Background: an optimization exercise with open tools, aiming at small area and a short achievable clock period. Do not read the settings as production practice.
No run shown here included a check of the RTL's function; only the layout flow was run.

File: run.sh
#!/bin/bash
# synth_recipe.tcl (not shown) runs the flow's synth.tcl, then flattens the netlist and writes it again
# the make line also repeats each setting of config.mk as NAME=value (left out here)
make -C /OpenROAD-flow-scripts/flow DESIGN_CONFIG=/design/flow/config.mk WORK_HOME=/design/flow/orfs CLKGATE_MAP_FILE= SYNTH_SCRIPT=/design/flow/synth_recipe.tcl finish
File: design.v
`default_nettype none
module top_module(
    input [11:0] angleIn,
    input [11:0] setPoint,
    input [7:0] kp,
    input [7:0] ki,
    input [7:0] kd,
    input clk,
    input rst,
    output signed [8:0] dutyCycleOut
    );
    reg signed [12:0] e_r;       
    reg [12:0] pen_r;            
    reg [8:0] kpd_r;             
    reg [7:0] kd_r, ki_r;
    reg rst_r;                   
    reg [20:0] in_r;             
    reg signed [8:0] y_r;
    wire signed [12:0] e = $signed({1'b0, setPoint}) - $signed({1'b0, angleIn});
    wire signed [20:0] integ = ~in_r;
    wire w1;
    wire w2;
    wire w3;
    wire w4;
    wire w5;
    wire w6;
    wire w7;
    wire w8;
    wire w9;
    wire w10;
    wire w11;
    wire w12;
    wire w13;
    wire w14;
    wire w15;
    wire w16;
    wire w17;
    wire w18;
    wire w19;
    wire w20;
    wire w21;
    wire w22;
    wire w23;
    wire w24;
    wire w25;
    wire w26;
    wire w27;
    wire w28;
    wire w29;
    wire w30;
    wire w31;
    wire w32;
    wire w33;
    wire w34;
    wire w35;
    wire w36;
    wire w37;
    wire w38;
    wire w39;
    wire w40;
    wire w41;
    wire w42;
    wire w43;
    wire w44;
    wire w45;
    wire w46;
    wire w47;
    wire w48;
    wire w49;
    wire w50;
    wire w51;
    wire w52;
    wire w53;
    wire w54;
    wire w55;
    wire w56;
    wire w57;
    wire w58;
    wire w59;
    wire w60;
    wire w61;
    wire w62;
    wire w63;
    wire w64;
    wire w65;
    wire w66;
    wire w67;
    wire w68;
    wire w69;
    wire w70;
    wire w71;
    wire w72;
    wire w73;
    wire w74;
    wire w75;
    wire w76;
    wire w77;
    wire w78;
    wire w79;
    wire w80;
    wire w81;
    wire w82;
    wire w83;
    wire w84;
    wire w85;
    wire w86;
    wire w87;
    wire w88;
    wire w89;
    wire w90;
    wire w91;
    wire w92;
    wire w93;
    wire w94;
    wire w95;
    wire w96;
    wire w97;
    wire w98;
    wire w99;
    wire w100;
    wire w101;
    wire w102;
    wire w103;
    wire w104;
    wire w105;
    wire w106;
    wire w107;
    wire w108;
    wire w109;
    wire w110;
    wire w111;
    wire w112;
    wire w113;
    wire w114;
    wire w115;
    wire w116;
    wire w117;
    wire w118;
    wire w119;
    wire w120;
    wire w121;
    wire w122;
    wire w123;
    wire w124;
    wire w125;
    wire w126;
    wire w127;
    wire w128;
    wire w129;
    wire w130;
    wire w131;
    wire w132;
    wire w133;
    wire w134;
    wire w135;
    wire w136;
    wire w137;
    wire w138;
    wire w139;
    wire w140;
    wire w141;
    wire w142;
    wire w143;
    wire w144;
    wire w145;
    wire w146;
    wire w147;
    wire w148;
    wire w149;
    wire w150;
    wire w151;
    wire w152;
    wire w153;
    wire w154;
    wire w155;
    wire w156;
    wire w157;
    wire w158;
    wire w159;
    wire w160;
    wire w161;
    wire w162;
    wire w163;
    wire w164;
    wire w165;
    wire w166;
    wire w167;
    wire w168;
    wire w169;
    wire w170;
    wire w171;
    wire w172;
    wire w173;
    wire w174;
    wire w175;
    wire w176;
    wire w177;
    wire w178;
    wire w179;
    wire w180;
    wire w181;
    wire w182;
    wire w183;
    wire w184;
    wire w185;
    wire w186;
    wire w187;
    wire w188;
    wire w189;
    wire w190;
    wire w191;
    wire w192;
    wire w193;
    wire w194;
    wire w195;
    wire w196;
    wire w197;
    wire w198;
    wire w199;
    wire w200;
    wire w201;
    wire w202;
    wire w203;
    wire w204;
    wire w205;
    wire w206;
    wire w207;
    wire w208;
    wire w209;
    wire w210;
    wire w211;
    wire w212;
    wire w213;
    wire w214;
    wire w215;
    wire w216;
    wire w217;
    wire w218;
    wire w219;
    wire w220;
    wire w221;
    wire w222;
    wire w223;
    wire w224;
    wire w225;
    wire w226;
    wire w227;
    wire w228;
    wire w229;
    wire w230;
    wire w231;
    wire w232;
    wire w233;
    wire w234;
    wire w235;
    wire w236;
    wire w237;
    wire w238;
    wire w239;
    wire w240;
    wire w241;
    wire w242;
    wire w243;
    wire w244;
    wire w245;
    wire w246;
    wire w247;
    wire w248;
    wire w249;
    wire w250;
    wire w251;
    wire w252;
    wire w253;
    wire w254;
    wire w255;
    wire w256;
    wire w257;
    wire w258;
    wire w259;
    wire w260;
    wire w261;
    wire w262;
    wire w263;
    wire w264;
    wire w265;
    wire w266;
    wire w267;
    wire w268;
    wire w269;
    wire w270;
    wire w271;
    wire w272;
    wire w273;
    wire w274;
    wire w275;
    wire w276;
    wire w277;
    wire w278;
    wire w279;
    wire w280;
    wire w281;
    wire w282;
    wire w283;
    wire w284;
    wire w285;
    wire w286;
    wire w287;
    wire w288;
    wire w289;
    wire w290;
    wire w291;
    wire w292;
    wire w293;
    wire w294;
    wire w295;
    wire w296;
    wire w297;
    wire w298;
    wire w299;
    wire w300;
    wire w301;
    wire w302;
    wire w303;
    wire w304;
    wire w305;
    wire w306;
    wire w307;
    wire w308;
    wire w309;
    wire w310;
    wire w311;
    wire w312;
    wire w313;
    wire w314;
    wire w315;
    wire w316;
    wire w317;
    wire w318;
    wire w319;
    wire w320;
    wire w321;
    wire w322;
    wire w323;
    wire w324;
    wire w325;
    wire w326;
    wire w327;
    wire w328;
    wire w329;
    wire w330;
    wire w331;
    wire w332;
    wire w333;
    wire w334;
    wire w335;
    wire w336;
    wire w337;
    wire w338;
    wire w339;
    wire w340;
    wire w341;
    wire w342;
    wire w343;
    wire w344;
    wire w345;
    wire w346;
    wire w347;
    wire w348;
    wire w349;
    wire w350;
    wire w351;
    wire w352;
    wire w353;
    wire w354;
    wire w355;
    wire w356;
    wire w357;
    wire w358;
    wire w359;
    wire w360;
    wire w361;
    wire w362;
    wire w363;
    wire w364;
    wire w365;
    wire w366;
    wire w367;
    wire w368;
    wire w369;
    wire w370;
    wire w371;
    wire w372;
    wire w373;
    wire w374;
    wire w375;
    wire w376;
    wire w377;
    wire w378;
    wire w379;
    wire w380;
    wire w381;
    wire w382;
    wire w383;
    wire w384;
    wire w385;
    wire w386;
    wire w387;
    wire w388;
    wire w389;
    wire w390;
    wire w391;
    wire w392;
    wire w393;
    wire w394;
    wire w395;
    wire w396;
    wire w397;
    wire w398;
    wire w399;
    wire w400;
    wire w401;
    wire w402;
    wire w403;
    wire w404;
    wire w405;
    wire w406;
    wire w407;
    wire w408;
    wire w409;
    wire w410;
    wire w411;
    wire w412;
    wire w413;
    wire w414;
    wire w415;
    wire w416;
    wire w417;
    wire w418;
    wire w419;
    wire w420;
    wire w421;
    wire w422;
    wire w423;
    wire w424;
    wire w425;
    wire w426;
    wire w427;
    wire w428;
    wire w429;
    wire w430;
    wire w431;
    wire w432;
    wire w433;
    wire w434;
    wire w435;
    wire w436;
    wire w437;
    wire w438;
    wire w439;
    wire w440;
    wire w441;
    wire w442;
    wire w443;
    wire w444;
    wire w445;
    wire w446;
    wire w447;
    wire w448;
    wire w449;
    wire w450;
    wire w451;
    wire w452;
    wire w453;
    wire w454;
    wire w455;
    wire w456;
    wire w457;
    wire w458;
    wire w459;
    wire w460;
    wire w461;
    wire w462;
    wire w463;
    wire w464;
    wire w465;
    wire w466;
    wire w467;
    wire w468;
    wire w469;
    wire w470;
    wire w471;
    wire w472;
    wire w473;
    wire w474;
    wire w475;
    wire w476;
    wire w477;
    wire w478;
    wire w479;
    wire w480;
    wire w481;
    wire w482;
    wire w483;
    wire w484;
    wire w485;
    wire w486;
    wire w487;
    wire w488;
    wire w489;
    wire w490;
    wire w491;
    wire w492;
    wire w493;
    wire w494;
    wire w495;
    wire w496;
    wire w497;
    wire w498;
    wire w499;
    wire w500;
    wire w501;
    wire w502;
    wire w503;
    wire w504;
    wire w505;
    wire w506;
    wire w507;
    wire w508;
    wire w509;
    wire w510;
    wire w511;
    wire w512;
    wire w513;
    wire w514;
    wire w515;
    wire w516;
    wire w517;
    wire w518;
    wire w519;
    wire w520;
    wire w521;
    wire w522;
    wire w523;
    wire w524;
    wire w525;
    wire w526;
    wire w527;
    wire w528;
    wire w529;
    wire w530;
    wire w531;
    wire w532;
    wire w533;
    wire w534;
    wire w535;
    wire w536;
    wire w537;
    wire w538;
    wire w539;
    wire w540;
    wire w541;
    wire w542;
    wire w543;
    wire w544;
    wire w545;
    wire w546;
    wire w547;
    wire w548;
    wire w549;
    wire w550;
    wire w551;
    wire w552;
    wire w553;
    wire w554;
    wire w555;
    wire w556;
    wire w557;
    wire w558;
    wire w559;
    wire w560;
    wire w561;
    wire w562;
    wire w563;
    wire w564;
    wire w565;
    wire w566;
    wire w567;
    wire w568;
    wire w569;
    wire w570;
    wire w571;
    wire w572;
    wire w573;
    wire w574;
    wire w575;
    wire w576;
    wire w577;
    wire w578;
    wire w579;
    wire w580;
    wire w581;
    wire w582;
    wire w583;
    wire w584;
    wire w585;
    wire w586;
    wire w587;
    wire w588;
    wire w589;
    wire w590;
    wire w591;
    wire w592;
    wire w593;
    wire w594;
    wire w595;
    wire w596;
    wire w597;
    wire w598;
    wire w599;
    wire w600;
    wire w601;
    wire w602;
    wire w603;
    wire w604;
    wire w605;
    wire w606;
    wire w607;
    wire w608;
    wire w609;
    wire w610;
    wire w611;
    wire w612;
    wire w613;
    wire w614;
    wire w615;
    wire w616;
    wire w617;
    wire w618;
    assign w1 = ~(in_r[5] ^ ~kd_r[5]);
    assign w2 = in_r[5] | ~kd_r[5];
    pid_fa u_fa1 (.a(in_r[6]), .b(~kd_r[6]), .ci(~(e_r[6] & kpd_r[0])), .s(w3), .co(w4));
    pid_fa u_fa2 (.a(~(e_r[5] & kpd_r[1])), .b(~(e_r[4] & kpd_r[2])), .ci(~(e_r[3] & kpd_r[3])), .s(w5), .co(w6));
    pid_fa u_fa3 (.a(in_r[7]), .b(~kd_r[7]), .ci(~(e_r[7] & kpd_r[0])), .s(w7), .co(w8));
    pid_fa u_fa4 (.a(~(e_r[6] & kpd_r[1])), .b(~(e_r[5] & kpd_r[2])), .ci(~(e_r[4] & kpd_r[3])), .s(w9), .co(w10));
    pid_fa u_fa5 (.a(~(e_r[3] & kpd_r[4])), .b(~(e_r[2] & kpd_r[5])), .ci(~(e_r[1] & kpd_r[6])), .s(w11), .co(w12));
    assign w13 = ~(~(e_r[0] & kpd_r[7]) ^ ~(pen_r[7] & kd_r[0]));
    assign w14 = ~(e_r[0] & kpd_r[7]) | ~(pen_r[7] & kd_r[0]);
    pid_fa u_fa6 (.a(in_r[8]), .b(~(e_r[8] & kpd_r[0])), .ci(~(e_r[7] & kpd_r[1])), .s(w15), .co(w16));
    pid_fa u_fa7 (.a(~(e_r[6] & kpd_r[2])), .b(~(e_r[5] & kpd_r[3])), .ci(~(e_r[4] & kpd_r[4])), .s(w17), .co(w18));
    pid_fa u_fa8 (.a(~(e_r[3] & kpd_r[5])), .b(~(e_r[2] & kpd_r[6])), .ci(~(e_r[1] & kpd_r[7])), .s(w19), .co(w20));
    pid_fa u_fa9 (.a(~(e_r[0] & kpd_r[8])), .b(~(pen_r[8] & kd_r[0])), .ci(~(pen_r[7] & kd_r[1])), .s(w21), .co(w22));
    assign w23 = ~(~(pen_r[6] & kd_r[2]) ^ ~(pen_r[5] & kd_r[3]));
    assign w24 = ~(pen_r[6] & kd_r[2]) | ~(pen_r[5] & kd_r[3]);
    pid_fa u_fa10 (.a(in_r[9]), .b(~(e_r[9] & kpd_r[0])), .ci(~(e_r[8] & kpd_r[1])), .s(w25), .co(w26));
    pid_fa u_fa11 (.a(~(e_r[7] & kpd_r[2])), .b(~(e_r[6] & kpd_r[3])), .ci(~(e_r[5] & kpd_r[4])), .s(w27), .co(w28));
    pid_fa u_fa12 (.a(~(e_r[4] & kpd_r[5])), .b(~(e_r[3] & kpd_r[6])), .ci(~(e_r[2] & kpd_r[7])), .s(w29), .co(w30));
    pid_fa u_fa13 (.a(~(e_r[1] & kpd_r[8])), .b(~(pen_r[9] & kd_r[0])), .ci(~(pen_r[8] & kd_r[1])), .s(w31), .co(w32));
    pid_fa u_fa14 (.a(~(pen_r[7] & kd_r[2])), .b(~(pen_r[6] & kd_r[3])), .ci(~(pen_r[5] & kd_r[4])), .s(w33), .co(w34));
    pid_fa u_fa15 (.a(in_r[10]), .b(~(e_r[10] & kpd_r[0])), .ci(~(e_r[9] & kpd_r[1])), .s(w35), .co(w36));
    pid_fa u_fa16 (.a(~(e_r[8] & kpd_r[2])), .b(~(e_r[7] & kpd_r[3])), .ci(~(e_r[6] & kpd_r[4])), .s(w37), .co(w38));
    pid_fa u_fa17 (.a(~(e_r[5] & kpd_r[5])), .b(~(e_r[4] & kpd_r[6])), .ci(~(e_r[3] & kpd_r[7])), .s(w39), .co(w40));
    pid_fa u_fa18 (.a(~(e_r[2] & kpd_r[8])), .b(~(pen_r[10] & kd_r[0])), .ci(~(pen_r[9] & kd_r[1])), .s(w41), .co(w42));
    pid_fa u_fa19 (.a(~(pen_r[8] & kd_r[2])), .b(~(pen_r[7] & kd_r[3])), .ci(~(pen_r[6] & kd_r[4])), .s(w43), .co(w44));
    pid_fa u_fa20 (.a(in_r[11]), .b(~(e_r[11] & kpd_r[0])), .ci(~(e_r[10] & kpd_r[1])), .s(w45), .co(w46));
    pid_fa u_fa21 (.a(~(e_r[9] & kpd_r[2])), .b(~(e_r[8] & kpd_r[3])), .ci(~(e_r[7] & kpd_r[4])), .s(w47), .co(w48));
    pid_fa u_fa22 (.a(~(e_r[6] & kpd_r[5])), .b(~(e_r[5] & kpd_r[6])), .ci(~(e_r[4] & kpd_r[7])), .s(w49), .co(w50));
    pid_fa u_fa23 (.a(~(e_r[3] & kpd_r[8])), .b(~(pen_r[11] & kd_r[0])), .ci(~(pen_r[10] & kd_r[1])), .s(w51), .co(w52));
    pid_fa u_fa24 (.a(~(pen_r[9] & kd_r[2])), .b(~(pen_r[8] & kd_r[3])), .ci(~(pen_r[7] & kd_r[4])), .s(w53), .co(w54));
    pid_fa u_fa25 (.a(in_r[12]), .b((e_r[12] & kpd_r[0])), .ci(~(e_r[11] & kpd_r[1])), .s(w55), .co(w56));
    pid_fa u_fa26 (.a(~(e_r[10] & kpd_r[2])), .b(~(e_r[9] & kpd_r[3])), .ci(~(e_r[8] & kpd_r[4])), .s(w57), .co(w58));
    pid_fa u_fa27 (.a(~(e_r[7] & kpd_r[5])), .b(~(e_r[6] & kpd_r[6])), .ci(~(e_r[5] & kpd_r[7])), .s(w59), .co(w60));
    pid_fa u_fa28 (.a(~(e_r[4] & kpd_r[8])), .b((pen_r[12] & kd_r[0])), .ci(~(pen_r[11] & kd_r[1])), .s(w61), .co(w62));
    pid_fa u_fa29 (.a(~(pen_r[10] & kd_r[2])), .b(~(pen_r[9] & kd_r[3])), .ci(~(pen_r[8] & kd_r[4])), .s(w63), .co(w64));
    pid_ha u_ha1 (.a(in_r[13]), .b((e_r[12] & kpd_r[1])), .s(w65), .co(w66));
    pid_fa u_fa30 (.a(~(e_r[11] & kpd_r[2])), .b(~(e_r[10] & kpd_r[3])), .ci(~(e_r[9] & kpd_r[4])), .s(w67), .co(w68));
    pid_fa u_fa31 (.a(~(e_r[8] & kpd_r[5])), .b(~(e_r[7] & kpd_r[6])), .ci(~(e_r[6] & kpd_r[7])), .s(w69), .co(w70));
    pid_fa u_fa32 (.a(~(e_r[5] & kpd_r[8])), .b((pen_r[12] & kd_r[1])), .ci(~(pen_r[11] & kd_r[2])), .s(w71), .co(w72));
    assign w73 = ~(~(pen_r[10] & kd_r[3]) ^ ~(pen_r[9] & kd_r[4]));
    assign w74 = ~(pen_r[10] & kd_r[3]) | ~(pen_r[9] & kd_r[4]);
    pid_fa u_fa33 (.a(in_r[14]), .b((e_r[12] & kpd_r[2])), .ci(~(e_r[11] & kpd_r[3])), .s(w75), .co(w76));
    pid_fa u_fa34 (.a(~(e_r[10] & kpd_r[4])), .b(~(e_r[9] & kpd_r[5])), .ci(~(e_r[8] & kpd_r[6])), .s(w77), .co(w78));
    pid_fa u_fa35 (.a(~(e_r[7] & kpd_r[7])), .b(~(e_r[6] & kpd_r[8])), .ci((pen_r[12] & kd_r[2])), .s(w79), .co(w80));
    pid_fa u_fa36 (.a(in_r[15]), .b((e_r[12] & kpd_r[3])), .ci(~(e_r[11] & kpd_r[4])), .s(w81), .co(w82));
    assign w83 = ~(in_r[3] ^ ~kd_r[3]);
    assign w84 = in_r[3] | ~kd_r[3];
    pid_fa u_fa37 (.a(in_r[4]), .b(~kd_r[4]), .ci(~(e_r[4] & kpd_r[0])), .s(w85), .co(w86));
    pid_fa u_fa38 (.a(~(e_r[3] & kpd_r[1])), .b(~(e_r[2] & kpd_r[2])), .ci(~(e_r[1] & kpd_r[3])), .s(w87), .co(w88));
    pid_fa u_fa39 (.a(~(e_r[5] & kpd_r[0])), .b(~(e_r[4] & kpd_r[1])), .ci(~(e_r[3] & kpd_r[2])), .s(w89), .co(w90));
    pid_fa u_fa40 (.a(~(e_r[2] & kpd_r[3])), .b(~(e_r[1] & kpd_r[4])), .ci(~(e_r[0] & kpd_r[5])), .s(w91), .co(w92));
    pid_fa u_fa41 (.a(~(pen_r[5] & kd_r[0])), .b(~(pen_r[4] & kd_r[1])), .ci(~(pen_r[3] & kd_r[2])), .s(w93), .co(w94));
    pid_fa u_fa42 (.a(~(e_r[2] & kpd_r[4])), .b(~(e_r[1] & kpd_r[5])), .ci(~(e_r[0] & kpd_r[6])), .s(w95), .co(w96));
    pid_fa u_fa43 (.a(~(pen_r[6] & kd_r[0])), .b(~(pen_r[5] & kd_r[1])), .ci(~(pen_r[4] & kd_r[2])), .s(w97), .co(w98));
    pid_fa u_fa44 (.a(~(pen_r[3] & kd_r[3])), .b(~(pen_r[2] & kd_r[4])), .ci(~(pen_r[1] & kd_r[5])), .s(w99), .co(w100));
    assign w101 = ~(~(pen_r[0] & kd_r[6]) ^ w2);
    assign w102 = ~(pen_r[0] & kd_r[6]) | w2;
    pid_fa u_fa45 (.a(~(pen_r[6] & kd_r[1])), .b(~(pen_r[5] & kd_r[2])), .ci(~(pen_r[4] & kd_r[3])), .s(w103), .co(w104));
    pid_fa u_fa46 (.a(~(pen_r[3] & kd_r[4])), .b(~(pen_r[2] & kd_r[5])), .ci(~(pen_r[1] & kd_r[6])), .s(w105), .co(w106));
    pid_fa u_fa47 (.a(~(pen_r[0] & kd_r[7])), .b(w13), .ci(w4), .s(w107), .co(w108));
    pid_fa u_fa48 (.a(w6), .b(w7), .ci(w9), .s(w109), .co(w110));
    pid_fa u_fa49 (.a(~(pen_r[4] & kd_r[4])), .b(~(pen_r[3] & kd_r[5])), .ci(~(pen_r[2] & kd_r[6])), .s(w111), .co(w112));
    pid_fa u_fa50 (.a(~(pen_r[1] & kd_r[7])), .b(w14), .ci(w23), .s(w113), .co(w114));
    pid_fa u_fa51 (.a(w8), .b(w10), .ci(w12), .s(w115), .co(w116));
    pid_fa u_fa52 (.a(w15), .b(w17), .ci(w19), .s(w117), .co(w118));
    pid_fa u_fa53 (.a(~(pen_r[4] & kd_r[5])), .b(~(pen_r[3] & kd_r[6])), .ci(~(pen_r[2] & kd_r[7])), .s(w119), .co(w120));
    pid_fa u_fa54 (.a(w24), .b(w16), .ci(w18), .s(w121), .co(w122));
    pid_fa u_fa55 (.a(w20), .b(w22), .ci(w25), .s(w123), .co(w124));
    pid_fa u_fa56 (.a(w27), .b(w29), .ci(w31), .s(w125), .co(w126));
    pid_fa u_fa57 (.a(~(pen_r[5] & kd_r[5])), .b(~(pen_r[4] & kd_r[6])), .ci(~(pen_r[3] & kd_r[7])), .s(w127), .co(w128));
    pid_fa u_fa58 (.a(w26), .b(w28), .ci(w30), .s(w129), .co(w130));
    pid_fa u_fa59 (.a(w32), .b(w34), .ci(w35), .s(w131), .co(w132));
    pid_fa u_fa60 (.a(w37), .b(w39), .ci(w41), .s(w133), .co(w134));
    pid_fa u_fa61 (.a(~(pen_r[6] & kd_r[5])), .b(~(pen_r[5] & kd_r[6])), .ci(~(pen_r[4] & kd_r[7])), .s(w135), .co(w136));
    pid_fa u_fa62 (.a(w36), .b(w38), .ci(w40), .s(w137), .co(w138));
    pid_fa u_fa63 (.a(w42), .b(w44), .ci(w45), .s(w139), .co(w140));
    pid_fa u_fa64 (.a(w47), .b(w49), .ci(w51), .s(w141), .co(w142));
    pid_fa u_fa65 (.a(~(pen_r[7] & kd_r[5])), .b(~(pen_r[6] & kd_r[6])), .ci(~(pen_r[5] & kd_r[7])), .s(w143), .co(w144));
    pid_fa u_fa66 (.a(w46), .b(w48), .ci(w50), .s(w145), .co(w146));
    pid_fa u_fa67 (.a(w52), .b(w54), .ci(w55), .s(w147), .co(w148));
    pid_fa u_fa68 (.a(w57), .b(w59), .ci(w61), .s(w149), .co(w150));
    pid_fa u_fa69 (.a(~(pen_r[8] & kd_r[5])), .b(~(pen_r[7] & kd_r[6])), .ci(~(pen_r[6] & kd_r[7])), .s(w151), .co(w152));
    pid_fa u_fa70 (.a(w65), .b(w73), .ci(w56), .s(w153), .co(w154));
    pid_fa u_fa71 (.a(w58), .b(w60), .ci(w62), .s(w155), .co(w156));
    pid_fa u_fa72 (.a(w64), .b(w67), .ci(w69), .s(w157), .co(w158));
    pid_fa u_fa73 (.a(~(pen_r[11] & kd_r[3])), .b(~(pen_r[10] & kd_r[4])), .ci(~(pen_r[9] & kd_r[5])), .s(w159), .co(w160));
    pid_fa u_fa74 (.a(~(pen_r[8] & kd_r[6])), .b(~(pen_r[7] & kd_r[7])), .ci(w66), .s(w161), .co(w162));
    pid_fa u_fa75 (.a(w74), .b(w68), .ci(w70), .s(w163), .co(w164));
    pid_fa u_fa76 (.a(w72), .b(w75), .ci(w77), .s(w165), .co(w166));
    pid_fa u_fa77 (.a(~(e_r[10] & kpd_r[5])), .b(~(e_r[9] & kpd_r[6])), .ci(~(e_r[8] & kpd_r[7])), .s(w167), .co(w168));
    pid_fa u_fa78 (.a(~(e_r[7] & kpd_r[8])), .b((pen_r[12] & kd_r[3])), .ci(~(pen_r[11] & kd_r[4])), .s(w169), .co(w170));
    pid_fa u_fa79 (.a(~(pen_r[10] & kd_r[5])), .b(~(pen_r[9] & kd_r[6])), .ci(~(pen_r[8] & kd_r[7])), .s(w171), .co(w172));
    pid_fa u_fa80 (.a(w76), .b(w78), .ci(w80), .s(w173), .co(w174));
    pid_fa u_fa81 (.a(in_r[16]), .b((e_r[12] & kpd_r[4])), .ci(~(e_r[11] & kpd_r[5])), .s(w175), .co(w176));
    pid_fa u_fa82 (.a(~(e_r[10] & kpd_r[6])), .b(~(e_r[9] & kpd_r[7])), .ci(~(e_r[8] & kpd_r[8])), .s(w177), .co(w178));
    pid_fa u_fa83 (.a((pen_r[12] & kd_r[4])), .b(~(pen_r[11] & kd_r[5])), .ci(~(pen_r[10] & kd_r[6])), .s(w179), .co(w180));
    pid_fa u_fa84 (.a(in_r[17]), .b((e_r[12] & kpd_r[5])), .ci(~(e_r[11] & kpd_r[6])), .s(w181), .co(w182));
    pid_fa u_fa85 (.a(in_r[2]), .b(~kd_r[2]), .ci(~(e_r[2] & kpd_r[0])), .s(w183), .co(w184));
    pid_fa u_fa86 (.a(~(e_r[3] & kpd_r[0])), .b(~(e_r[2] & kpd_r[1])), .ci(~(e_r[1] & kpd_r[2])), .s(w185), .co(w186));
    pid_fa u_fa87 (.a(~(e_r[0] & kpd_r[3])), .b(~(pen_r[3] & kd_r[0])), .ci(~(pen_r[2] & kd_r[1])), .s(w187), .co(w188));
    pid_fa u_fa88 (.a(~(e_r[0] & kpd_r[4])), .b(~(pen_r[4] & kd_r[0])), .ci(~(pen_r[3] & kd_r[1])), .s(w189), .co(w190));
    pid_fa u_fa89 (.a(~(pen_r[2] & kd_r[2])), .b(~(pen_r[1] & kd_r[3])), .ci(~(pen_r[0] & kd_r[4])), .s(w191), .co(w192));
    assign w193 = ~(w84 ^ w85);
    assign w194 = w84 | w85;
    pid_fa u_fa90 (.a(~(pen_r[2] & kd_r[3])), .b(~(pen_r[1] & kd_r[4])), .ci(~(pen_r[0] & kd_r[5])), .s(w195), .co(w196));
    pid_fa u_fa91 (.a(w1), .b(w86), .ci(w88), .s(w197), .co(w198));
    pid_fa u_fa92 (.a(w89), .b(w91), .ci(w93), .s(w199), .co(w200));
    pid_fa u_fa93 (.a(w90), .b(w92), .ci(w94), .s(w201), .co(w202));
    pid_fa u_fa94 (.a(w95), .b(w97), .ci(w99), .s(w203), .co(w204));
    pid_fa u_fa95 (.a(w3), .b(w5), .ci(w101), .s(w205), .co(w206));
    pid_fa u_fa96 (.a(w96), .b(w98), .ci(w100), .s(w207), .co(w208));
    pid_fa u_fa97 (.a(w102), .b(w103), .ci(w105), .s(w209), .co(w210));
    pid_fa u_fa98 (.a(w11), .b(w107), .ci(w109), .s(w211), .co(w212));
    pid_fa u_fa99 (.a(w104), .b(w106), .ci(w111), .s(w213), .co(w214));
    pid_fa u_fa100 (.a(w21), .b(w113), .ci(w108), .s(w215), .co(w216));
    pid_fa u_fa101 (.a(w115), .b(w110), .ci(w117), .s(w217), .co(w218));
    pid_fa u_fa102 (.a(w112), .b(w119), .ci(w33), .s(w219), .co(w220));
    pid_fa u_fa103 (.a(w114), .b(w116), .ci(w121), .s(w221), .co(w222));
    pid_fa u_fa104 (.a(w118), .b(w123), .ci(w125), .s(w223), .co(w224));
    pid_fa u_fa105 (.a(w120), .b(w127), .ci(w43), .s(w225), .co(w226));
    pid_fa u_fa106 (.a(w122), .b(w129), .ci(w124), .s(w227), .co(w228));
    pid_fa u_fa107 (.a(w126), .b(w131), .ci(w133), .s(w229), .co(w230));
    pid_fa u_fa108 (.a(w128), .b(w135), .ci(w53), .s(w231), .co(w232));
    pid_fa u_fa109 (.a(w130), .b(w137), .ci(w132), .s(w233), .co(w234));
    pid_fa u_fa110 (.a(w134), .b(w139), .ci(w141), .s(w235), .co(w236));
    pid_fa u_fa111 (.a(w136), .b(w143), .ci(w63), .s(w237), .co(w238));
    pid_fa u_fa112 (.a(w138), .b(w145), .ci(w140), .s(w239), .co(w240));
    pid_fa u_fa113 (.a(w142), .b(w147), .ci(w149), .s(w241), .co(w242));
    pid_fa u_fa114 (.a(w144), .b(w151), .ci(w71), .s(w243), .co(w244));
    pid_fa u_fa115 (.a(w146), .b(w153), .ci(w155), .s(w245), .co(w246));
    pid_fa u_fa116 (.a(w148), .b(w150), .ci(w157), .s(w247), .co(w248));
    pid_fa u_fa117 (.a(w152), .b(w159), .ci(w79), .s(w249), .co(w250));
    pid_fa u_fa118 (.a(w161), .b(w154), .ci(w156), .s(w251), .co(w252));
    pid_fa u_fa119 (.a(w163), .b(w158), .ci(w165), .s(w253), .co(w254));
    pid_fa u_fa120 (.a(w160), .b(w167), .ci(w169), .s(w255), .co(w256));
    pid_fa u_fa121 (.a(w171), .b(w81), .ci(w162), .s(w257), .co(w258));
    pid_fa u_fa122 (.a(w164), .b(w173), .ci(w166), .s(w259), .co(w260));
    pid_fa u_fa123 (.a(~(pen_r[9] & kd_r[7])), .b(w168), .ci(w170), .s(w261), .co(w262));
    pid_fa u_fa124 (.a(w172), .b(w82), .ci(w175), .s(w263), .co(w264));
    pid_fa u_fa125 (.a(w177), .b(w179), .ci(w174), .s(w265), .co(w266));
    pid_fa u_fa126 (.a(~(e_r[10] & kpd_r[7])), .b(~(e_r[9] & kpd_r[8])), .ci((pen_r[12] & kd_r[5])), .s(w267), .co(w268));
    pid_fa u_fa127 (.a(~(pen_r[11] & kd_r[6])), .b(~(pen_r[10] & kd_r[7])), .ci(w176), .s(w269), .co(w270));
    pid_fa u_fa128 (.a(w178), .b(w180), .ci(w181), .s(w271), .co(w272));
    pid_fa u_fa129 (.a(in_r[18]), .b((e_r[12] & kpd_r[6])), .ci(~(e_r[11] & kpd_r[7])), .s(w273), .co(w274));
    pid_fa u_fa130 (.a(~(e_r[10] & kpd_r[8])), .b((pen_r[12] & kd_r[6])), .ci(~(pen_r[11] & kd_r[7])), .s(w275), .co(w276));
    pid_fa u_fa131 (.a(in_r[1]), .b(~kd_r[1]), .ci(~(e_r[1] & kpd_r[0])), .s(w277), .co(w278));
    pid_fa u_fa132 (.a(~(e_r[1] & kpd_r[1])), .b(~(e_r[0] & kpd_r[2])), .ci(~(pen_r[2] & kd_r[0])), .s(w279), .co(w280));
    assign w281 = ~(~(pen_r[1] & kd_r[1]) ^ ~(pen_r[0] & kd_r[2]));
    assign w282 = ~(pen_r[1] & kd_r[1]) | ~(pen_r[0] & kd_r[2]);
    pid_fa u_fa133 (.a(~(pen_r[1] & kd_r[2])), .b(~(pen_r[0] & kd_r[3])), .ci(w83), .s(w283), .co(w284));
    pid_fa u_fa134 (.a(w184), .b(w185), .ci(w187), .s(w285), .co(w286));
    pid_fa u_fa135 (.a(w186), .b(w188), .ci(w189), .s(w287), .co(w288));
    pid_fa u_fa136 (.a(w191), .b(w87), .ci(w193), .s(w289), .co(w290));
    pid_fa u_fa137 (.a(w190), .b(w192), .ci(w195), .s(w291), .co(w292));
    pid_fa u_fa138 (.a(w194), .b(w197), .ci(w199), .s(w293), .co(w294));
    pid_fa u_fa139 (.a(w196), .b(w198), .ci(w201), .s(w295), .co(w296));
    pid_fa u_fa140 (.a(w200), .b(w203), .ci(w205), .s(w297), .co(w298));
    pid_fa u_fa141 (.a(w202), .b(w207), .ci(w204), .s(w299), .co(w300));
    pid_fa u_fa142 (.a(w206), .b(w209), .ci(w211), .s(w301), .co(w302));
    pid_fa u_fa143 (.a(w208), .b(w210), .ci(w213), .s(w303), .co(w304));
    pid_fa u_fa144 (.a(w215), .b(w212), .ci(w217), .s(w305), .co(w306));
    pid_fa u_fa145 (.a(w214), .b(w219), .ci(w216), .s(w307), .co(w308));
    pid_fa u_fa146 (.a(w218), .b(w221), .ci(w223), .s(w309), .co(w310));
    pid_fa u_fa147 (.a(w220), .b(w225), .ci(w222), .s(w311), .co(w312));
    pid_fa u_fa148 (.a(w224), .b(w227), .ci(w229), .s(w313), .co(w314));
    pid_fa u_fa149 (.a(w226), .b(w231), .ci(w228), .s(w315), .co(w316));
    pid_fa u_fa150 (.a(w230), .b(w233), .ci(w235), .s(w317), .co(w318));
    pid_fa u_fa151 (.a(w232), .b(w237), .ci(w234), .s(w319), .co(w320));
    pid_fa u_fa152 (.a(w236), .b(w239), .ci(w241), .s(w321), .co(w322));
    pid_fa u_fa153 (.a(w238), .b(w243), .ci(w240), .s(w323), .co(w324));
    pid_fa u_fa154 (.a(w242), .b(w245), .ci(w247), .s(w325), .co(w326));
    pid_fa u_fa155 (.a(w244), .b(w249), .ci(w246), .s(w327), .co(w328));
    pid_fa u_fa156 (.a(w251), .b(w248), .ci(w253), .s(w329), .co(w330));
    pid_fa u_fa157 (.a(w250), .b(w255), .ci(w257), .s(w331), .co(w332));
    pid_fa u_fa158 (.a(w252), .b(w254), .ci(w259), .s(w333), .co(w334));
    pid_fa u_fa159 (.a(w261), .b(w256), .ci(w263), .s(w335), .co(w336));
    pid_fa u_fa160 (.a(w258), .b(w260), .ci(w265), .s(w337), .co(w338));
    pid_fa u_fa161 (.a(w267), .b(w262), .ci(w269), .s(w339), .co(w340));
    pid_fa u_fa162 (.a(w264), .b(w271), .ci(w266), .s(w341), .co(w342));
    pid_fa u_fa163 (.a(w268), .b(w182), .ci(w273), .s(w343), .co(w344));
    pid_fa u_fa164 (.a(w275), .b(w270), .ci(w272), .s(w345), .co(w346));
    pid_fa u_fa165 (.a(in_r[19]), .b((e_r[12] & kpd_r[7])), .ci(~(e_r[11] & kpd_r[8])), .s(w347), .co(w348));
    pid_fa u_fa166 (.a((pen_r[12] & kd_r[7])), .b(w274), .ci(w276), .s(w349), .co(w350));
    assign w351 = ~(in_r[0] ^ ~kd_r[0]);
    assign w352 = in_r[0] | ~kd_r[0];
    pid_fa u_fa167 (.a(~(e_r[0] & kpd_r[1])), .b(~(pen_r[1] & kd_r[0])), .ci(~(pen_r[0] & kd_r[1])), .s(w353), .co(w354));
    pid_fa u_fa168 (.a(w281), .b(w278), .ci(w279), .s(w355), .co(w356));
    pid_fa u_fa169 (.a(w282), .b(w280), .ci(w283), .s(w357), .co(w358));
    pid_fa u_fa170 (.a(w284), .b(w286), .ci(w287), .s(w359), .co(w360));
    pid_fa u_fa171 (.a(w288), .b(w291), .ci(w290), .s(w361), .co(w362));
    pid_fa u_fa172 (.a(w292), .b(w294), .ci(w295), .s(w363), .co(w364));
    pid_fa u_fa173 (.a(w296), .b(w299), .ci(w298), .s(w365), .co(w366));
    pid_fa u_fa174 (.a(w300), .b(w303), .ci(w302), .s(w367), .co(w368));
    pid_fa u_fa175 (.a(w304), .b(w307), .ci(w306), .s(w369), .co(w370));
    pid_fa u_fa176 (.a(w308), .b(w311), .ci(w310), .s(w371), .co(w372));
    pid_fa u_fa177 (.a(w312), .b(w315), .ci(w314), .s(w373), .co(w374));
    pid_fa u_fa178 (.a(w316), .b(w319), .ci(w318), .s(w375), .co(w376));
    pid_fa u_fa179 (.a(w320), .b(w323), .ci(w322), .s(w377), .co(w378));
    pid_fa u_fa180 (.a(w324), .b(w327), .ci(w326), .s(w379), .co(w380));
    pid_fa u_fa181 (.a(w331), .b(w328), .ci(w330), .s(w381), .co(w382));
    pid_fa u_fa182 (.a(w335), .b(w332), .ci(w337), .s(w383), .co(w384));
    pid_fa u_fa183 (.a(w336), .b(w339), .ci(w338), .s(w385), .co(w386));
    pid_fa u_fa184 (.a(w343), .b(w340), .ci(w345), .s(w387), .co(w388));
    pid_fa u_fa185 (.a(w347), .b(w349), .ci(w344), .s(w389), .co(w390));
    pid_fa u_fa186 (.a(~in_r[20]), .b((e_r[12] & kpd_r[8])), .ci(w348), .s(w391), .co(w392));
    assign w393 = ~(~(e_r[0] & kpd_r[0]) ^ ~(pen_r[0] & kd_r[0]));
    assign w394 = ~(e_r[0] & kpd_r[0]) | ~(pen_r[0] & kd_r[0]);
    pid_fa u_fa187 (.a(w352), .b(w353), .ci(w277), .s(w395), .co(w396));
    pid_fa u_fa188 (.a(w354), .b(w183), .ci(w355), .s(w397), .co(w398));
    pid_fa u_fa189 (.a(w356), .b(w285), .ci(w357), .s(w399), .co(w400));
    pid_fa u_fa190 (.a(w358), .b(w289), .ci(w359), .s(w401), .co(w402));
    pid_fa u_fa191 (.a(w360), .b(w293), .ci(w361), .s(w403), .co(w404));
    pid_fa u_fa192 (.a(w297), .b(w362), .ci(w363), .s(w405), .co(w406));
    pid_fa u_fa193 (.a(w364), .b(w365), .ci(w301), .s(w407), .co(w408));
    pid_fa u_fa194 (.a(w366), .b(w305), .ci(w367), .s(w409), .co(w410));
    pid_fa u_fa195 (.a(w309), .b(w368), .ci(w369), .s(w411), .co(w412));
    pid_fa u_fa196 (.a(w313), .b(w370), .ci(w371), .s(w413), .co(w414));
    pid_fa u_fa197 (.a(w317), .b(w372), .ci(w373), .s(w415), .co(w416));
    pid_fa u_fa198 (.a(w321), .b(w374), .ci(w375), .s(w417), .co(w418));
    pid_fa u_fa199 (.a(w325), .b(w376), .ci(w377), .s(w419), .co(w420));
    pid_fa u_fa200 (.a(w329), .b(w378), .ci(w379), .s(w421), .co(w422));
    pid_fa u_fa201 (.a(w333), .b(w380), .ci(w381), .s(w423), .co(w424));
    pid_fa u_fa202 (.a(w334), .b(w382), .ci(w383), .s(w425), .co(w426));
    pid_fa u_fa203 (.a(w341), .b(w384), .ci(w385), .s(w427), .co(w428));
    pid_fa u_fa204 (.a(w342), .b(w387), .ci(w386), .s(w429), .co(w430));
    pid_fa u_fa205 (.a(w346), .b(w389), .ci(w388), .s(w431), .co(w432));
    pid_fa u_fa206 (.a(w350), .b(w391), .ci(w390), .s(w433), .co(w434));
    assign w435 = ~in_r[12];
    assign w436 = in_r[12];
    assign w437 = ~(in_r[5] ^ ~(e_r[5] & ki_r[0]));
    assign w438 = in_r[5] | ~(e_r[5] & ki_r[0]);
    pid_fa u_fa207 (.a(in_r[6]), .b(~(e_r[6] & ki_r[0])), .ci(~(e_r[5] & ki_r[1])), .s(w439), .co(w440));
    assign w441 = ~(~(e_r[4] & ki_r[2]) ^ ~(e_r[3] & ki_r[3]));
    assign w442 = ~(e_r[4] & ki_r[2]) | ~(e_r[3] & ki_r[3]);
    pid_fa u_fa208 (.a(in_r[7]), .b(~(e_r[7] & ki_r[0])), .ci(~(e_r[6] & ki_r[1])), .s(w443), .co(w444));
    pid_fa u_fa209 (.a(~(e_r[5] & ki_r[2])), .b(~(e_r[4] & ki_r[3])), .ci(~(e_r[3] & ki_r[4])), .s(w445), .co(w446));
    assign w447 = ~(~(e_r[2] & ki_r[5]) ^ ~(e_r[1] & ki_r[6]));
    assign w448 = ~(e_r[2] & ki_r[5]) | ~(e_r[1] & ki_r[6]);
    pid_fa u_fa210 (.a(in_r[8]), .b(~(e_r[8] & ki_r[0])), .ci(~(e_r[7] & ki_r[1])), .s(w449), .co(w450));
    pid_fa u_fa211 (.a(~(e_r[6] & ki_r[2])), .b(~(e_r[5] & ki_r[3])), .ci(~(e_r[4] & ki_r[4])), .s(w451), .co(w452));
    pid_fa u_fa212 (.a(~(e_r[3] & ki_r[5])), .b(~(e_r[2] & ki_r[6])), .ci(~(e_r[1] & ki_r[7])), .s(w453), .co(w454));
    pid_fa u_fa213 (.a(in_r[9]), .b(~(e_r[9] & ki_r[0])), .ci(~(e_r[8] & ki_r[1])), .s(w455), .co(w456));
    pid_fa u_fa214 (.a(~(e_r[7] & ki_r[2])), .b(~(e_r[6] & ki_r[3])), .ci(~(e_r[5] & ki_r[4])), .s(w457), .co(w458));
    pid_fa u_fa215 (.a(~(e_r[4] & ki_r[5])), .b(~(e_r[3] & ki_r[6])), .ci(~(e_r[2] & ki_r[7])), .s(w459), .co(w460));
    pid_fa u_fa216 (.a(in_r[10]), .b(~(e_r[10] & ki_r[0])), .ci(~(e_r[9] & ki_r[1])), .s(w461), .co(w462));
    pid_fa u_fa217 (.a(~(e_r[8] & ki_r[2])), .b(~(e_r[7] & ki_r[3])), .ci(~(e_r[6] & ki_r[4])), .s(w463), .co(w464));
    pid_fa u_fa218 (.a(~(e_r[5] & ki_r[5])), .b(~(e_r[4] & ki_r[6])), .ci(~(e_r[3] & ki_r[7])), .s(w465), .co(w466));
    pid_fa u_fa219 (.a(in_r[11]), .b(~(e_r[11] & ki_r[0])), .ci(~(e_r[10] & ki_r[1])), .s(w467), .co(w468));
    pid_fa u_fa220 (.a(~(e_r[9] & ki_r[2])), .b(~(e_r[8] & ki_r[3])), .ci(~(e_r[7] & ki_r[4])), .s(w469), .co(w470));
    pid_fa u_fa221 (.a(~(e_r[6] & ki_r[5])), .b(~(e_r[5] & ki_r[6])), .ci(~(e_r[4] & ki_r[7])), .s(w471), .co(w472));
    pid_fa u_fa222 (.a((e_r[12] & ki_r[0])), .b(~(e_r[11] & ki_r[1])), .ci(~(e_r[10] & ki_r[2])), .s(w473), .co(w474));
    pid_fa u_fa223 (.a(~(e_r[9] & ki_r[3])), .b(~(e_r[8] & ki_r[4])), .ci(~(e_r[7] & ki_r[5])), .s(w475), .co(w476));
    pid_fa u_fa224 (.a(~(e_r[6] & ki_r[6])), .b(~(e_r[5] & ki_r[7])), .ci(w435), .s(w477), .co(w478));
    pid_fa u_fa225 (.a(in_r[13]), .b((e_r[12] & ki_r[1])), .ci(~(e_r[11] & ki_r[2])), .s(w479), .co(w480));
    pid_fa u_fa226 (.a(~(e_r[10] & ki_r[3])), .b(~(e_r[9] & ki_r[4])), .ci(~(e_r[8] & ki_r[5])), .s(w481), .co(w482));
    pid_fa u_fa227 (.a(~(e_r[7] & ki_r[6])), .b(~(e_r[6] & ki_r[7])), .ci(w436), .s(w483), .co(w484));
    pid_fa u_fa228 (.a(in_r[14]), .b((e_r[12] & ki_r[2])), .ci(~(e_r[11] & ki_r[3])), .s(w485), .co(w486));
    pid_fa u_fa229 (.a(~(e_r[10] & ki_r[4])), .b(~(e_r[9] & ki_r[5])), .ci(~(e_r[8] & ki_r[6])), .s(w487), .co(w488));
    pid_fa u_fa230 (.a(in_r[15]), .b((e_r[12] & ki_r[3])), .ci(~(e_r[11] & ki_r[4])), .s(w489), .co(w490));
    assign w491 = ~(in_r[3] ^ ~(e_r[3] & ki_r[0]));
    assign w492 = in_r[3] | ~(e_r[3] & ki_r[0]);
    pid_fa u_fa231 (.a(in_r[4]), .b(~(e_r[4] & ki_r[0])), .ci(~(e_r[3] & ki_r[1])), .s(w493), .co(w494));
    assign w495 = ~(~(e_r[2] & ki_r[2]) ^ ~(e_r[1] & ki_r[3]));
    assign w496 = ~(e_r[2] & ki_r[2]) | ~(e_r[1] & ki_r[3]);
    pid_fa u_fa232 (.a(~(e_r[4] & ki_r[1])), .b(~(e_r[3] & ki_r[2])), .ci(~(e_r[2] & ki_r[3])), .s(w497), .co(w498));
    pid_fa u_fa233 (.a(~(e_r[1] & ki_r[4])), .b(~(e_r[0] & ki_r[5])), .ci(w437), .s(w499), .co(w500));
    pid_fa u_fa234 (.a(~(e_r[2] & ki_r[4])), .b(~(e_r[1] & ki_r[5])), .ci(~(e_r[0] & ki_r[6])), .s(w501), .co(w502));
    pid_fa u_fa235 (.a(w438), .b(w441), .ci(w439), .s(w503), .co(w504));
    pid_fa u_fa236 (.a(~(e_r[0] & ki_r[7])), .b(w442), .ci(w447), .s(w505), .co(w506));
    pid_fa u_fa237 (.a(w440), .b(w443), .ci(w445), .s(w507), .co(w508));
    pid_fa u_fa238 (.a(w448), .b(w444), .ci(w446), .s(w509), .co(w510));
    pid_fa u_fa239 (.a(w449), .b(w451), .ci(w453), .s(w511), .co(w512));
    pid_fa u_fa240 (.a(w450), .b(w452), .ci(w454), .s(w513), .co(w514));
    pid_fa u_fa241 (.a(w455), .b(w457), .ci(w459), .s(w515), .co(w516));
    pid_fa u_fa242 (.a(w456), .b(w458), .ci(w460), .s(w517), .co(w518));
    pid_fa u_fa243 (.a(w461), .b(w463), .ci(w465), .s(w519), .co(w520));
    pid_fa u_fa244 (.a(w462), .b(w464), .ci(w466), .s(w521), .co(w522));
    pid_fa u_fa245 (.a(w467), .b(w469), .ci(w471), .s(w523), .co(w524));
    pid_fa u_fa246 (.a(w468), .b(w470), .ci(w472), .s(w525), .co(w526));
    pid_fa u_fa247 (.a(w473), .b(w475), .ci(w477), .s(w527), .co(w528));
    pid_fa u_fa248 (.a(w474), .b(w476), .ci(w479), .s(w529), .co(w530));
    pid_fa u_fa249 (.a(w481), .b(w478), .ci(w483), .s(w531), .co(w532));
    pid_fa u_fa250 (.a(~(e_r[7] & ki_r[7])), .b(w480), .ci(w482), .s(w533), .co(w534));
    pid_fa u_fa251 (.a(w485), .b(w487), .ci(w484), .s(w535), .co(w536));
    pid_fa u_fa252 (.a(~(e_r[10] & ki_r[5])), .b(~(e_r[9] & ki_r[6])), .ci(~(e_r[8] & ki_r[7])), .s(w537), .co(w538));
    pid_fa u_fa253 (.a(w486), .b(w488), .ci(w489), .s(w539), .co(w540));
    pid_fa u_fa254 (.a(in_r[16]), .b((e_r[12] & ki_r[4])), .ci(~(e_r[11] & ki_r[5])), .s(w541), .co(w542));
    pid_fa u_fa255 (.a(~(e_r[10] & ki_r[6])), .b(~(e_r[9] & ki_r[7])), .ci(w490), .s(w543), .co(w544));
    pid_fa u_fa256 (.a(in_r[17]), .b((e_r[12] & ki_r[5])), .ci(~(e_r[11] & ki_r[6])), .s(w545), .co(w546));
    assign w547 = ~(in_r[2] ^ ~(e_r[2] & ki_r[0]));
    assign w548 = in_r[2] | ~(e_r[2] & ki_r[0]);
    pid_fa u_fa257 (.a(~(e_r[2] & ki_r[1])), .b(~(e_r[1] & ki_r[2])), .ci(~(e_r[0] & ki_r[3])), .s(w549), .co(w550));
    pid_fa u_fa258 (.a(~(e_r[0] & ki_r[4])), .b(w492), .ci(w495), .s(w551), .co(w552));
    pid_fa u_fa259 (.a(w496), .b(w494), .ci(w497), .s(w553), .co(w554));
    pid_fa u_fa260 (.a(w498), .b(w501), .ci(w500), .s(w555), .co(w556));
    pid_fa u_fa261 (.a(w502), .b(w505), .ci(w504), .s(w557), .co(w558));
    pid_fa u_fa262 (.a(w506), .b(w509), .ci(w508), .s(w559), .co(w560));
    pid_fa u_fa263 (.a(w510), .b(w513), .ci(w512), .s(w561), .co(w562));
    pid_fa u_fa264 (.a(w514), .b(w517), .ci(w516), .s(w563), .co(w564));
    pid_fa u_fa265 (.a(w518), .b(w521), .ci(w520), .s(w565), .co(w566));
    pid_fa u_fa266 (.a(w522), .b(w525), .ci(w524), .s(w567), .co(w568));
    pid_fa u_fa267 (.a(w526), .b(w529), .ci(w528), .s(w569), .co(w570));
    pid_fa u_fa268 (.a(w533), .b(w530), .ci(w532), .s(w571), .co(w572));
    pid_fa u_fa269 (.a(w537), .b(w534), .ci(w539), .s(w573), .co(w574));
    pid_fa u_fa270 (.a(w538), .b(w541), .ci(w543), .s(w575), .co(w576));
    pid_fa u_fa271 (.a(~(e_r[10] & ki_r[7])), .b(w542), .ci(w545), .s(w577), .co(w578));
    pid_fa u_fa272 (.a(in_r[18]), .b((e_r[12] & ki_r[6])), .ci(~(e_r[11] & ki_r[7])), .s(w579), .co(w580));
    assign w581 = ~(in_r[1] ^ ~(e_r[1] & ki_r[0]));
    assign w582 = in_r[1] | ~(e_r[1] & ki_r[0]);
    pid_fa u_fa273 (.a(~(e_r[1] & ki_r[1])), .b(~(e_r[0] & ki_r[2])), .ci(w547), .s(w583), .co(w584));
    pid_fa u_fa274 (.a(w548), .b(w491), .ci(w549), .s(w585), .co(w586));
    pid_fa u_fa275 (.a(w550), .b(w493), .ci(w551), .s(w587), .co(w588));
    pid_fa u_fa276 (.a(w552), .b(w499), .ci(w553), .s(w589), .co(w590));
    pid_fa u_fa277 (.a(w554), .b(w503), .ci(w555), .s(w591), .co(w592));
    pid_fa u_fa278 (.a(w507), .b(w556), .ci(w557), .s(w593), .co(w594));
    pid_fa u_fa279 (.a(w511), .b(w558), .ci(w559), .s(w595), .co(w596));
    pid_fa u_fa280 (.a(w515), .b(w560), .ci(w561), .s(w597), .co(w598));
    pid_fa u_fa281 (.a(w519), .b(w562), .ci(w563), .s(w599), .co(w600));
    pid_fa u_fa282 (.a(w523), .b(w564), .ci(w565), .s(w601), .co(w602));
    pid_fa u_fa283 (.a(w527), .b(w566), .ci(w567), .s(w603), .co(w604));
    pid_fa u_fa284 (.a(w531), .b(w568), .ci(w569), .s(w605), .co(w606));
    pid_fa u_fa285 (.a(w535), .b(w570), .ci(w571), .s(w607), .co(w608));
    pid_fa u_fa286 (.a(w536), .b(w573), .ci(w572), .s(w609), .co(w610));
    pid_fa u_fa287 (.a(w540), .b(w574), .ci(w575), .s(w611), .co(w612));
    pid_fa u_fa288 (.a(w544), .b(w577), .ci(w576), .s(w613), .co(w614));
    pid_fa u_fa289 (.a(w546), .b(w579), .ci(w578), .s(w615), .co(w616));
    pid_fa u_fa290 (.a(in_r[19]), .b((e_r[12] & ki_r[7])), .ci(w580), .s(w617), .co(w618));
    wire [22:0] sca = {1'b0, w392, w433, w431, w428, w426, w424, w422, w420, w418, w416, w414, w412, w410, w408, w406, w404, w402, w400, w398, w396, w394, w351};
    wire [22:0] scb = {1'b1, w434, w432, w430, w429, w427, w425, w423, w421, w419, w417, w415, w413, w411, w409, w407, w405, w403, w401, w399, w397, w395, w393};
    wire signed [22:0] s = ~sca + ~scb;
    wire [20:0] ica = {~in_r[20], w617, w615, w612, w611, w609, w606, w604, w602, w600, w598, w596, w594, w592, w590, w588, w586, w584, w582, ~(e_r[0] & ki_r[1]), in_r[0]};
    wire [20:0] icb = {w618, w616, w614, w613, w610, w608, w607, w605, w603, w601, w599, w597, w595, w593, w591, w589, w587, w585, w583, w581, ~(e_r[0] & ki_r[0])};
    wire signed [20:0] isum = ~ica + ~icb;
    always @(posedge clk) begin
        rst_r <= rst;
        e_r <= rst ? 13'sd0 : e;
        pen_r <= ~e_r;
        kpd_r <= kp + kd;
        kd_r <= kd;
        ki_r <= ki;
        if (rst_r) in_r <= ~21'd0;
        else if (integ > 255) in_r <= ~21'd255;
        else if (integ < -255) in_r <= ~(-21'sd255);
        else in_r <= ~isum;
        if (rst | rst_r) y_r <= 9'sd0;
        else if (s > 255) y_r <= 9'sd255;
        else if (s < -255) y_r <= -9'sd255;
        else y_r <= s[8:0];
    end
    assign dutyCycleOut = y_r;
endmodule
module pid_fa(input a, input b, input ci, output s, output co);
    assign s = a ^ b ^ ci;
    assign co = (a & b) | (ci & (a ^ b));
endmodule
module pid_ha(input a, input b, output s, output co);
    assign s = a ^ b;
    assign co = a & b;
endmodule
File: constraint.sdc
create_clock -name core_clock -period 16.0 [get_ports {clk}]
set_input_delay 3.2000 -clock core_clock [delete_from_list [all_inputs] [get_ports {clk}]]
set_output_delay 3.2000 -clock core_clock [all_outputs]
set_load 0.01 [all_outputs]
File: config.mk
export PLATFORM = sky130hd
export DESIGN_NAME = top_module
export DESIGN_NICKNAME = top_module
export VERILOG_FILES = /design/flow/design.v
export SDC_FILE = /design/flow/constraint.sdc
export NUM_CORES = 4
export LEC_CHECK = 0
export CAP_MARGIN = 20
export CORE_MARGIN = 2
export CORE_UTILIZATION = 40
export SLEW_MARGIN = 20
export SYNTH_HIERARCHICAL = 1
==> reports/qor.csv, run 1 <==
metric,value,unit
clk_pin_slew,0.08,ns
io_pins,59,
fin_util,44.1,%
synth-edff-count,0,
synth-seq-cells,82,
die_h,185,µm
drtAntennaViolNets,0,
crit_fanout,18,
max_freq,0.136,GHz
async_flop_share,0,%
wl,32.4,mm
core,32400,µm²
worstPathArrival,7.57,ns
max-slew-margin-rel,41.9,%
hold_path.class,reg -> reg,
htree_levels,3,
gr-usage-all-layers,20.5,%
synthCells,1397,
startpoint_type,flop,
final_max_slew_viol_count,0,
syn-cell-area,13100,µm²
required,16.24,ns
crit_path_end_kind,flop,
clk_latency,0.37,ns
synth_top_flop_cell,dfxtp_1,
initial_core_util,40.4,%
yosys_warnings,7,
antenna_found_initial,0,
max_slew.worst_pin.slew,0.869,ns
clock-sinks,82,
synth_cell_types,56,
die_area,34200,µm²
setup_viol,0,
drive_gt1_share,2.57,%
post_cts_buffers,0,
setup.worst_path.start,e_r[7],
critical_path_class,reg -> reg,
cts_hold_buf,0,
endpoint,y_r[0],
die_x,185,µm
cts-root-buf,clkbuf_16,
syn_area_per_cell,9.37,µm²
fin_skew,0.0138,ns
status,timing/DRC/antenna clean,
final_common_cell,nand2_1,
area_growth,9.06,%
vias_per_cell,5.19,
route.detailed.drc,0,
grt_pass1_vias,10300,
final_cell_mix,"nand2_1 (303), fa_1 (294), inv_1 (175)",
drt_iter0_drc,664,
cts_resized,0,
post_drt_wl_per_cell,17.6,µm
crit-reg2reg-launch,e_r[7],
finalHoldViolCount,0,
ff2ff_setup_slack,8.67,ns
rows,66,
dp_hpwl,26.7,mm
period_share,45.8,%
layout.nets,1821,
first_pass_iters,5,
overflow,0,
whs,0.646,ns
grt_max_degree,26,
grt_pass1_wl,53.7,mm
seq_area_frac_synth,12.5,%
hold_depth,1,
cts_tree,done,
setup_tns,0,ns
r2r-end,y_r[0],
cts_made_buffers,9,
r2r_cells,20,
diodes,0,
drv_cap,0,
io_buffers,58,
finalCriticalPeriod,7.33,ns
rsz0062_at_grt,no,
clock_path_buffers,2,
gp_congestion,0.849,
vias,9566,
syn_nets,1821,
## metrics by stage
step / cells / area, µm² / setup WS (ns)
4_1_cts: 1844 / 14300 / 8.70
3_5_place_dp: 1828 / 14000 / 8.74
2_1_floorplan: 1397 / 13100 / 9.39
6_report: 1844 / 14300 / 8.67
3_3_place_gp: 1828 / 14000 / 8.90
5_1_grt: 1844 / 14300 / 8.32
## cell type report
cell class	instances	area, µm²
Sequential cell	82	1640
Fill cell	3171	18100
Clock buffer	9	225
Tap cell	442	553
Multi-Input combinational cell	1068	10500
Clock inverter	7	72.6
Timing Repair Buffer	61	603
Inverter	175	657
## modules after synthesis (local to each module, per instance)
module | cell area (µm²) | times used | cells | flops+latches
top_module | 7270 | 1 | 1106 | 82
pid_ha | 12.5 | 1 | 1 | 0
pid_fa | 20.0 | 290 | 1 | 0
## registers in the layout (all words and copies together), names as in the netlist
signal  flops
ki_r        8
e_r        13
y_r         9
kd_r        8
in_r       21
rst_r       1
pen_r      13
kpd_r       9
## per-layer routing
metal  track usage, %  wire (µm)  share of wire, %
met5                0          0                 0
met4             5.37        756               2.3
met3             3.40       1840               5.7
met2             35.4      16100                50
met1             26.8      13700                42
## synthesized netlist by cell type (2+ instances only)
| cell | count | area share, % |
|---|---|---|
| a21o_1 | 15 | 0.86 |
| xor2_1 | 13 | 0.87 |
| nand2b_1 | 14 | 0.67 |
| clkbuf_1 | 62 | 1.8 |
| nand3b_1 | 2 | 0.11 |
| o211ai_1 | 5 | 0.29 |
| nor2_1 | 37 | 1.1 |
| o2111ai_1 | 2 | 0.13 |
| nand4_1 | 12 | 0.57 |
| a21oi_2 | 2 | 0.13 |
| a211o_1 | 3 | 0.20 |
| nor3_1 | 18 | 0.69 |
| a21oi_1 | 43 | 1.6 |
| a21boi_0 | 3 | 0.17 |
| and2_1 | 50 | 2.4 |
| o41ai_1 | 2 | 0.13 |
| mux2i_1 | 4 | 0.31 |
| nor2b_1 | 8 | 0.38 |
| buf_2 | 2 | 0.076 |
| dfxtp_1 | 82 | 13 |
| or3_1 | 2 | 0.096 |
| o21a_1 | 9 | 0.52 |
| o211a_1 | 2 | 0.15 |
| fa_1 | 294 | 45 |
| and3_1 | 7 | 0.33 |
| or4_4 | 2 | 0.17 |
| xnor2_1 | 29 | 1.9 |
| a311oi_1 | 2 | 0.13 |
| o22ai_2 | 2 | 0.19 |
| nor4_1 | 7 | 0.33 |
| or2_2 | 4 | 0.19 |
| o21bai_1 | 7 | 0.40 |
| a31oi_1 | 4 | 0.19 |
| ha_1 | 80 | 7.6 |
| inv_1 | 175 | 5.0 |
| nand3_1 | 8 | 0.31 |
| o21ai_0 | 51 | 1.9 |
| buf_1 | 8 | 0.23 |
| o31ai_1 | 6 | 0.34 |
| nand2_1 | 303 | 8.7 |
## critical path, stage by stage (launching register included)
cell and delay (ns):
dfxtp_1 0.82, nand2_1 0.18, fa_1 0.48, fa_1 0.53
fa_1 0.47, fa_1 0.41, fa_1 0.46, fa_1 0.49
inv_1 0.04, ha_1 0.34, a211oi_1 0.34, nand2_1 0.17
o211a_1 0.27, nor2_1 0.19, o211ai_1 0.22, a311oi_1 0.42
nand4_1 0.14, or4_4 0.44, mux2i_1 0.20, a21oi_2 0.16
o41a_1 0.44
## cells by family after synthesis
family	after synthesis	synth area share, %
simple gates	481	16.5
fa+ha+maj	374	52.6
buf+inv	247	7.10
compound gates	167	8.17
flops	82	12.5
xor+xnor	42	2.81
mux	4	0.306
## worst min-delay path by stage
stage / from / slack, ns / end
after detailed placement: e_r[12] / 0.63 / pen_r[12]
after global placement: e_r[12] / 0.63 / pen_r[12]
after floorplan: e_r[12] / 0.56 / pen_r[12]
after CTS: e_r[12] / 0.64 / pen_r[12]
after global routing: e_r[12] / 0.71 / pen_r[12]
final: e_r[12] / 0.65 / pen_r[12]
==> run 2: changes to the inputs <==
==> flow/run.sh (new file) <==
#!/bin/bash
# Standard layout, with timing repair aimed past the clock period (the SDC is
# unchanged) and ordinary buffers on the ports instead of delay cells.
set -euo pipefail
MARGIN=$(cat flow/margin.txt)
bash standard.sh SETUP_SLACK_MARGIN=$MARGIN \
  BUFFER_PORTS_ARGS="-buffer_cell sky130_fd_sc_hd__buf_2" finish > standard_make.log 2>&1
==> flow/margin.txt (new file) <==
10
==> standard.sh (new file) <==
#!/bin/bash
# synth_recipe.tcl (not shown) runs the flow's synth.tcl, then flattens the netlist and writes it again
# the make line also repeats each setting of config.mk as NAME=value (left out here)
make -C /OpenROAD-flow-scripts/flow DESIGN_CONFIG=/design/flow/config.mk WORK_HOME=/design/flow/orfs CLKGATE_MAP_FILE= SYNTH_SCRIPT=/design/flow/synth_recipe.tcl "${@:-finish}"
removed: run.sh
==> reports/qor.csv, run 2 <==
metric,value,unit,change
initial_core_util,40.4,%,unchanged
drtAntennaViolNets,0,,unchanged
die_area,34200,µm²,unchanged
yosys.area_share.simple,16.5,%,unchanged
status,timing/DRC/antenna clean,,unchanged
hold_end,pen_r[9],,was pen_r[12]
synthCells,1397,,unchanged
crit_path_end_kind,flop,,unchanged
synth_cell_types,56,,unchanged
layout.nets,1886,,was 1821
r2r-end,y_r[0],,unchanged
r2r_cells,21,,was 20
cp_num_buf_inv,2,,was 1
startpoint_type,flop,,unchanged
drive_gt1_share,17.7,%,was 2.57%
final_max_slew_viol_count,0,,unchanged
hold_depth,1,,unchanged
synth_xor_area_share,2.81,%,unchanged
busiest_layer,met2,,unchanged
finalHoldViolCount,0,,unchanged
fin_ws,9.59,ns,was 8.67 ns
fillers,3088,,was 3171
max_freq,0.156,GHz,was 0.136 GHz
dp_slack,8.96,ns,was 8.74 ns
synth_area_leader_cell,fa_1,,unchanged
synth_area_leaders,"fa_1 (45%), dfxtp_1 (13%), nand2_1 (8.7%)",,unchanged
diodes,0,,unchanged
regMostFlops,in_r,,unchanged
gp_congestion,0.899,,was 0.849
fin_area,15000,µm²,was 14300 µm²
path_depth,21,,was 20
htree_levels,3,,unchanged
synth-compound-area-share,8.17,%,unchanged
overflow,0,,unchanged
final_cell_mix,"nand2_1 (302), fa_1 (263), inv_1 (174)",,"was nand2_1 (303), fa_1 (294), inv_1 (175)"
area_growth,14.7,%,was 9.06%
crit_family,adder cells,,unchanged
async_flop_share,0,%,unchanged
cp_slowest_cell,fa_1,,was dfxtp_1
grt_max_degree,26,,unchanged
drt_iter0_drc,765,,was 664
synthAdderAreaFrac,52.6,%,unchanged
dp_hpwl,26.5,mm,was 26.7 mm
die_h,185,µm,unchanged
ff2ff_setup_slack,9.59,ns,was 8.67 ns
cts_made_buffers,9,,unchanged
cts-root-buf,clkbuf_16,,unchanged
seq_area_frac_synth,12.5,%,unchanged
route.detailed.drc,0,,unchanged
io_buffers,58,,unchanged
rsz0062_at_grt,yes,,was no
vias,10000,,was 9566
critical_path_class,reg -> reg,,unchanged
vias_per_cell,5.25,,was 5.19
crit_fanout,6,,was 18
final_common_cell,nand2_1,,unchanged
clk_pin_slew,0.07,ns,was 0.08 ns
gr-usage-all-layers,21.3,%,was 20.5%
first_pass_iters,5,,unchanged
cp_cell_sequence,"buf_4, nand2_4, fa_1, fa_1, fa_1, fa_2, fa_1, fa_1, inv_2, ha_4, a211oi_2, nand2_1, o211a_1, nor2_2, o211ai_1, a311oi_2, nand4_1, or4_4, mux2i_2, a21oi_2, o41a_1",,"was nand2_1, fa_1, fa_1, fa_1, fa_1, fa_1, fa_1, inv_1, ha_1, a211oi_1, nand2_1, o211a_1, nor2_1, o211ai_1, a311oi_1, nand4_1, or4_4, mux2i_1, a21oi_2, o41a_1"
synth_top_flop_cell,dfxtp_1,,unchanged
wl,34.2,mm,was 32.4 mm
antenna_found_initial,0,,unchanged
syn_area_per_cell,9.37,µm²,unchanged
-- run 2: cell counts after synthesis --
Identical to the previous run, type by type.
-- run 2: per-module statistics from Yosys, one instance, submodules excluded --
module,cells,times used
pid_fa,1,290
top_module,1106,1
pid_ha,1,1
-- run 2: final cells by class --
class,count,area (µm²),share of cell area (%)
clock buffers,9,225,1.50
clock inverters,7,81.3,0.542
inverters,175,657,4.37
multi-input cells,1068,10900,72.5
flip-flops and latches,82,1750,11.7
well taps,442,553,3.68
repair buffers,126,861,5.73
-- run 2: cell families after synthesis --
family / Yosys count
simple gates: 481
buf+inv: 247
fa+ha+maj: 374
compound gates: 167
flops: 82
mux: 4
xor+xnor: 42
-- run 2: worst max-delay path by stage --
stage | startpoint | end | slack [ns]
2_1_floorplan | e_r[9] | y_r[0] | 9.87
3_3_place_gp | e_r[6] | y_r[7] | 9.09
3_5_place_dp | e_r[6] | y_r[0] | 8.96
4_1_cts | e_r[5] | y_r[0] | 9.66
5_1_grt | kpd_r[2] | y_r[0] | 9.43
6_report | kpd_r[2] | y_r[0] | 9.59
-- run 2: metrics by stage --
| stage | hold WS [ns] | utilization, % | std cells |
|---|---|---|---|
| after detailed placement | 0.608 | 42.5 | 1827 |
| final | 0.492 | 46.4 | 1909 |
| after floorplan | 0.564 | - | 1397 |
| after global routing | 0.509 | 46.4 | 1909 |
| after CTS | 0.497 | 45.7 | 1893 |
| after global placement | 0.598 | 42.5 | 1827 |
-- run 2: timing repair --
action                                  CTS  global route
endpoints found under the setup margin    9             9
buffers inserted                         50            16
resized for setup                       111            30
pin swaps                                23            24
hold buffers                              0             0
-- run 2: per-layer routing --
metal / part of all wire, % / routed length, µm / vias to the layer above
li1: - / - / 4485
met1: 43 / 14700 / 5139
met2: 49 / 16800 / 327
met3: 5.4 / 1860 / 67
met4: 2.6 / 878 / 0
met5: 0 / 0 / -

[what the ideal ports hide]
No port has a modelled driver above. Below, the same layouts with a new extraction and two added sets of constraints.
Step 1 (the two cells are an assumption about what drives the block):
set clk [get_ports {clk}]
set_driving_cell -lib_cell sky130_fd_sc_hd__clkbuf_16 $clk
set_driving_cell -lib_cell sky130_fd_sc_hd__buf_2 [delete_from_list [all_inputs] $clk]
Step 2 adds t to the input delays and takes it off the output delays; t is the mean of the earliest and latest rising clock arrival at the registers after step 1. Input paths then give back, and output paths get back, about the clock's delay inside the block.
a / b / c = ideal / step 1 / step 2; a / b = the first two.
run | shift t [ns] | setup slack, ns | pins driven straight from the clock port
run 1 | 0.410 | 8.673 / 8.673 / 8.673 | 1
run 2 | 0.414 | 9.589 / 9.589 / 9.589 | 1
After both steps setup and hold are still met in every run listed.
